This is an optimization exercise on Yosys and OpenROAD, whose aim is small area, a short achievable clock period and few clock cycles, not a production implementation.
The RTL was checked by simulation tests, not by an equivalence proof against the original design.

## run 1
// Cordic
module Cordic #(parameter DW=16, AW=4)(
	input                  clk, rst, en,
	output                 done,
	input  signed [DW-1:0] z,
	output signed [DW-1:0] x,y);
==> flow/config.mk <==
export PLATFORM = sky130hd
export DESIGN_NAME = Cordic
export DESIGN_NICKNAME = Cordic
export VERILOG_FILES = /design/flow/design.v
export SDC_FILE = /design/flow/constraint.sdc
export NUM_CORES = 4
export LEC_CHECK = 0
export CAP_MARGIN = 20
export CORE_MARGIN = 2
export CORE_UTILIZATION = 40
export SETUP_SLACK_MARGIN = 3.0
export SLEW_MARGIN = 20
==> flow/constraint.sdc <==
create_clock -name core_clock -period 8.0 [get_ports {clk}]
set_input_delay 1.6000 -clock core_clock [delete_from_list [all_inputs] [get_ports {clk}]]
set_output_delay 1.6000 -clock core_clock [all_outputs]
set_load 0.01 [all_outputs]
run.sh (not shown) runs the stock make flow with config.mk's settings and CLKGATE_MAP_FILE= SYNTH_SCRIPT=/design/flow/synth_recipe.tcl, a recipe that flattens the netlist after the stock synthesis.
Testbench counts of run 1, summed over its fixed seeds: cycles 48,000.
> inputs changed (run 1 -> run 2)
- swapping 3.0 for 3 in SETUP_SLACK_MARGIN
- putting ABC_AREA at 1 where nothing was set
Results
Run 2: synthesized instance count about 26% above run 1
Run 2 reports its critical path capture point as Z[9] while run 1 reports Y[14].
Relative to run 1, the post-place setup slack of run 2 is higher by 270 ps.
Run 2 drops more vias than run 1.
Taking run 1 as the reference, in run 2 routed metal-1 wirelength grew by 13%, wire length of the first global-routing pass grew by 3.7%.
Of the two values seen for largest family of logic cells by synthesized area, simple AND/OR/NAND/NOR gates was produced by run 2 and compound AO/OA/AOI/OAI gates by run 1.
The following lists how run 3 was set up differently from run 2:
- SETUP_SLACK_MARGIN now 4, was 3
Findings:
~same sequential cell count in run 3 and run 2. Lower number of nets in the final layout among run 3 and run 2: run 2. Summary of the comparison: final cell utilization of the core is higher in run 3, relative to run 2. Of run 3 and run 2, the run reporting the lower register-to-register slack was run 2. Run 3 did not stop at any stage, and its layout met the timing, design-rule and antenna checks. | count of buffering cells on the critical path with inverters included | run 3 vs run 2 | 1 lower |. In the metrics for run 3 and run 2, the one carrying the higher number of global-route vias before repair is run 3.
What run 4 does differently from run 3 at the input level:
- removing ABC_AREA (formerly 1)
- changing SETUP_SLACK_MARGIN from 4 to 4.5
--- outcome ---
Measured against each other, run 3 and run 4 differ in number of fillers in the final layout, the lower figure coming from run 4.
NOTE count of inverters not on the clock network in the layout run 3->run 4 decreased by more than half
Global-route met2 utilization in run 4 is 6.0 points above run 3.
Number of flops mapped to enable cells by yosys: run 4 vs run 3 identical
Number of stages on the worst setup path for run 4 is lower than for run 3.
Biggest cell delay along the critical path ended up 60 ps higher on run 4 than on run 3.

========
Setup of build 41:
The RTL this note starts from:
==> flow/design.v <==
module AtanROM #(parameter DW = 16)(
	input         [3:0]    hi,
	input         [3:0]    lo,
	output        [DW-1:0] AtanValue);
	function [15:0] atan(input integer k);    
		case (k)
			0:  atan = 16'h1dac;  1:  atan = 16'h0fae;
			2:  atan = 16'h07f5;  3:  atan = 16'h03ff;
			4:  atan = 16'h0200;  5:  atan = 16'h0100;
			6:  atan = 16'h0080;  7:  atan = 16'h0040;
			8:  atan = 16'h0020;  9:  atan = 16'h0010;
			10: atan = 16'h0008;  11: atan = 16'h0004;
			12: atan = 16'h0002;  default: atan = 16'h0001;
		endcase
	endfunction
	reg [15:0] v;
	integer h, l;
	always @ (*) begin
		v = 16'h0000;
		for (h = 0; h < 4; h = h + 1)
			for (l = 0; l < 4; l = l + 1)
				if (4*h + l < 14)
					v = v | ({16{hi[h] & lo[l]}} & atan(4*h + l));
	end
	assign AtanValue = v;
endmodule
module Cordic #(parameter DW=16, AW=4)(
	input                  clk, rst, en,
	output                 done,
	input  signed [DW-1:0] z,
	output signed [DW-1:0] x,y);
	reg signed [15:0] X, Y;
	reg        [15:0] Z;
	reg        [3:0]  hz, lz;    
	reg               px, ny;    
	reg               busy, done_r;
	wire        [15:0] AtanValue;
	AtanROM #(.DW(16)) UUT (.hi(hz), .lo(lz), .AtanValue(AtanValue));
	wire        last  = hz[3] & lz[1];           
	wire        step  = busy & ~last;
	always @ (posedge clk, posedge rst)
		if (rst) begin
			busy   <= 1'b0;
			done_r <= 1'b0;
		end else begin
			busy   <= busy ? ~last : en;
			done_r <= busy & last;
		end
	always @ (posedge clk) begin
		lz <= step ? {lz[2:0], lz[3]} : 4'b0001;
		hz <= step ? (lz[3] ? {hz[2:0], hz[3]} : hz) : 4'b0001;
	end
	function [14:0] shr(input [14:0] a, input [3:0] h1, input [3:0] l1);
		reg [14:0] s;
		begin
			s =   ({15{l1[0]}} & a)
			    | ({15{l1[1]}} & {{1{a[14]}}, a[14:1]})
			    | ({15{l1[2]}} & {{2{a[14]}}, a[14:2]})
			    | ({15{l1[3]}} & {{3{a[14]}}, a[14:3]});
			shr = ({15{h1[0]}} & s)
			    | ({15{h1[1]}} & {{4{s[14]}}, s[14:4]})
			    | ({15{h1[2]}} & {{8{s[14]}}, s[14:8]})
			    | ({15{h1[3]}} & {{12{s[14]}}, s[14:12]});
		end
	endfunction
	function [15:0] add16(input [15:0] a, input [15:0] b, input ci);
		reg [15:0] g, p, gg, pp;
		integer i, k;
		begin
			g = a & b;
			p = a ^ b;
			gg = g; pp = p;
			gg[0] = g[0] | (p[0] & ci);
			for (k = 1; k < 16; k = k * 2)
				for (i = 0; i < 16; i = i + 1)
					if (i & k) begin
						gg[i] = gg[i] | (pp[i] & gg[(i & ~(k - 1)) - 1]);
						pp[i] = pp[i] & pp[(i & ~(k - 1)) - 1];
					end
			add16 = p ^ {gg[14:0], ci};
		end
	endfunction
	wire               first = hz[0] & lz[0];       
	wire               pz  = ~Z[15];
	wire        [15:0] yc  = Y ^ {16{px}};
	wire        [15:0] xc  = X ^ {16{ny}};
	wire        [14:0] ysh = shr(yc[15:1], hz, lz);
	wire        [14:0] xsh = shr(xc[15:1], hz, lz);
	wire        [15:0] xi  = add16(X, {ysh[14], ysh}, px);
	wire        [15:0] yi  = add16(Y, {xsh[14], xsh}, ny);
	reg         [15:0] k01;
	always @ (*)
		case ({Z[15], px})
			2'b01:   k01 = 16'h0000 - 16'h3244 - 16'h1dac;
			2'b00:   k01 = 16'h0000 - 16'h3244 + 16'h1dac;
			2'b11:   k01 = 16'h3244 - 16'h1dac;
			default: k01 = 16'h3244 + 16'h1dac;
		endcase
	wire        [15:0] zb  = first ? k01 : AtanValue ^ {16{pz}};
	wire        [15:0] zi  = add16(Z, zb, pz & ~first);
	wire               p1  = z[15] ? (z >= 16'hcdbc) : (z >= 16'h3244);
	wire        [15:0] zn  = busy ? zi : z;
	always @ (posedge clk) begin
		X  <= busy ? xi : 16'h26dd;
		Y  <= busy ? yi : (z[15] ? 16'hd923 : 16'h26dd);
		Z  <= zn;
		px <= busy ? ~zi[15] : p1;
		ny <= busy ? zi[15] : ~p1;
	end
	assign done = done_r;
	assign x = X;
	assign y = Y;
endmodule
Settings: LEC_CHECK=0, ABC_AREA=1, CAP_MARGIN=20, CORE_MARGIN=2, CORE_UTILIZATION=60, SETUP_SLACK_MARGIN=5, SLEW_MARGIN=20, TNS_END_PERCENT=30; clock period 8.0 ns.
standard.sh (not shown) runs the stock make flow with config.mk's settings and CLKGATE_MAP_FILE= SYNTH_SCRIPT=/design/flow/synth_recipe.tcl, a recipe that flattens the netlist after the stock synthesis.
==> flow/flow/run.sh <==
#!/bin/bash
# The standard layout with two changes: adders are left to abc as plain
# gates (no full/half adder cells, ADDER_MAP_FILE empty), and the ports are
# buffered by the smallest buffer instead of the delay cell buffer_ports
# picks by default. Synthesis is otherwise the standard one (synth_recipe.tcl:
# no fsm or share pass, flattened, function nets renamed), so the registers
# and their names are the standard synthesis's. The whole output goes to
# flow.log here; each ORFS step also keeps its own log under orfs/logs/.
set -euo pipefail
export ADDER_MAP_FILE=
export BUFFER_PORTS_ARGS="-buffer_cell sky130_fd_sc_hd__buf_1"
bash standard.sh finish > flow.log 2>&1
Build 41: PASS, flow complete, no timing, DRC or antenna violations
Testbench counts of build 41, summed over its fixed seeds: cycles 48,000.
Relative to build 41, the following input files were edited for build 8:
-- flow/config.mk --
<<< build 41, line 10
export CORE_MARGIN = 2
export CORE_UTILIZATION = 60
export SETUP_SLACK_MARGIN = 5
export SLEW_MARGIN = 20
export TNS_END_PERCENT = 30
>>> build 8, line 10
export CORE_MARGIN = 2
export CORE_UTILIZATION = 40
export CTS_CLUSTER_DIAMETER = 200
export CTS_CLUSTER_SIZE = 40
export SETUP_SLACK_MARGIN = 5
export SLEW_MARGIN = 20
[summary]
Build 8 vs build 41, end point of the critical path: X[9] vs Y[11]
Across both runs, fraction of the cycle the final worst path needs was higher for build 8 than for build 41.
When build 8 is measured against build 41, its count of buffers not belonging to the clock network in the layout turns out about 3.8% higher.
Build 8 vs build 41: fill cell total of the finished layout up by more than half
Result for build 8 and build 41: all clean
Build 41 -> build 8: total half-perimeter wirelength after legalization and detailed placement increased by a little under 10%
Routed length per instance ended up 0.42 microns higher on build 8 than on build 41.
dfxtp_4 as the critical-path cell with the highest stage delay was reported by build 8, and dfxtp_2 by build 41.
Length in cells of the worst reg-to-reg path ends up lower on build 8.
> inputs changed (build 8 -> build 90)
-- flow/config.mk --
<<< build 8, line 10
export CORE_MARGIN = 2
export CORE_UTILIZATION = 40
export CTS_CLUSTER_DIAMETER = 200
export CTS_CLUSTER_SIZE = 40
export SETUP_SLACK_MARGIN = 5
>>> build 90, line 10
export CORE_MARGIN = 2
export CORE_UTILIZATION = 60
export SETUP_SLACK_MARGIN = 5
Notes after the runs:
Final standard cell count with taps included and fillers excluded, build 8 and build 90: higher on build 8
Maximum frequency delta for build 90 relative to build 8: 0.0057 GHz higher
Re count of routing violations after the opening detailed-route iteration: build 90 is about 17% up on build 8.
Setup slack: build 90 > build 8
dfxtp_4 as the master of the slowest instance on the critical path was reported by build 8, and dfxtp_2 by build 90.
Modified inputs, build 60 compared to build 90
-- flow/config.mk --
<<< build 90, line 10
export CORE_MARGIN = 2
export CORE_UTILIZATION = 60
export SETUP_SLACK_MARGIN = 5
>>> build 60, line 10
export CORE_MARGIN = 2
export CORE_UTILIZATION = 40
export CTS_BUF_LIST = sky130_fd_sc_hd__clkbuf_4
export SETUP_SLACK_MARGIN = 5
[summary]
Between build 60 and build 90, it is build 60 whose area enclosed by the die boundary is higher, by 0.0053 sq mm. Routed wire length was lower in the run labelled build 90. When build 60 is measured against build 90, its post-synthesis to final-layout area growth turns out 0.51 points higher. Re sum of routed wire segments on met1: build 60 and build 90 aren't equal, and the lower value belongs to build 90. Non-clock buffer count in build 60 vs build 90: up 5.7%. From build 90 to build 60 the numbers moved as follows: via count of the routed design decreased about 0.8%, end-of-flow core utilization decreased 23 points, share of the clock period used by the worst path increased 1.2 points.

-- re-timing with driven ports --
The results above use ideal ports. As a check the final layouts listed here were re-extracted and re-timed, cells and wires unchanged. Step 1 (the two cells are an assumption about what drives the block):
set clk [get_ports {clk}]
set_driving_cell -lib_cell sky130_fd_sc_hd__clkbuf_16 $clk
set_driving_cell -lib_cell sky130_fd_sc_hd__buf_2 [delete_from_list [all_inputs] $clk]
Step 2, shift: input delay + t, output delay - t, t = (earliest + latest rising clock arrival at the registers) / 2. This alone moves slack from input paths to output paths. a / b / c = no drivers / after step 1 / after step 2; a / b = the first two.
run | t, ns | setup slack, ns | worst register clock-pin slew, ns
run 1 | 0.348 | 3.246 / 3.246 / 3.246 | 0.08 / 0.08
run 2 | 0.346 | 3.478 / 3.478 / 3.411 | 0.08 / 0.08
run 3 | 0.348 | 4.218 / 4.218 / 3.913 | 0.08 / 0.08
run 4 | 0.356 | 3.767 / 3.767 / 3.767 | 0.08 / 0.08
build 41 | 0.404 | 5.297 / 5.297 / 5.064 | 0.08 / 0.08
build 8 | 0.390 | 5.255 / 5.255 / 5.152 | 0.06 / 0.06
build 90 | 0.404 | 5.297 / 5.297 / 5.064 | 0.08 / 0.08
build 60 | 0.504 | 5.203 / 5.203 / 5.161 | 0.12 / 0.12
After both steps every run listed still meets setup and hold. For run 3, which loses most, drivers alone change the setup slack by 0.000 ns; drivers and shift together by -0.305 ns.
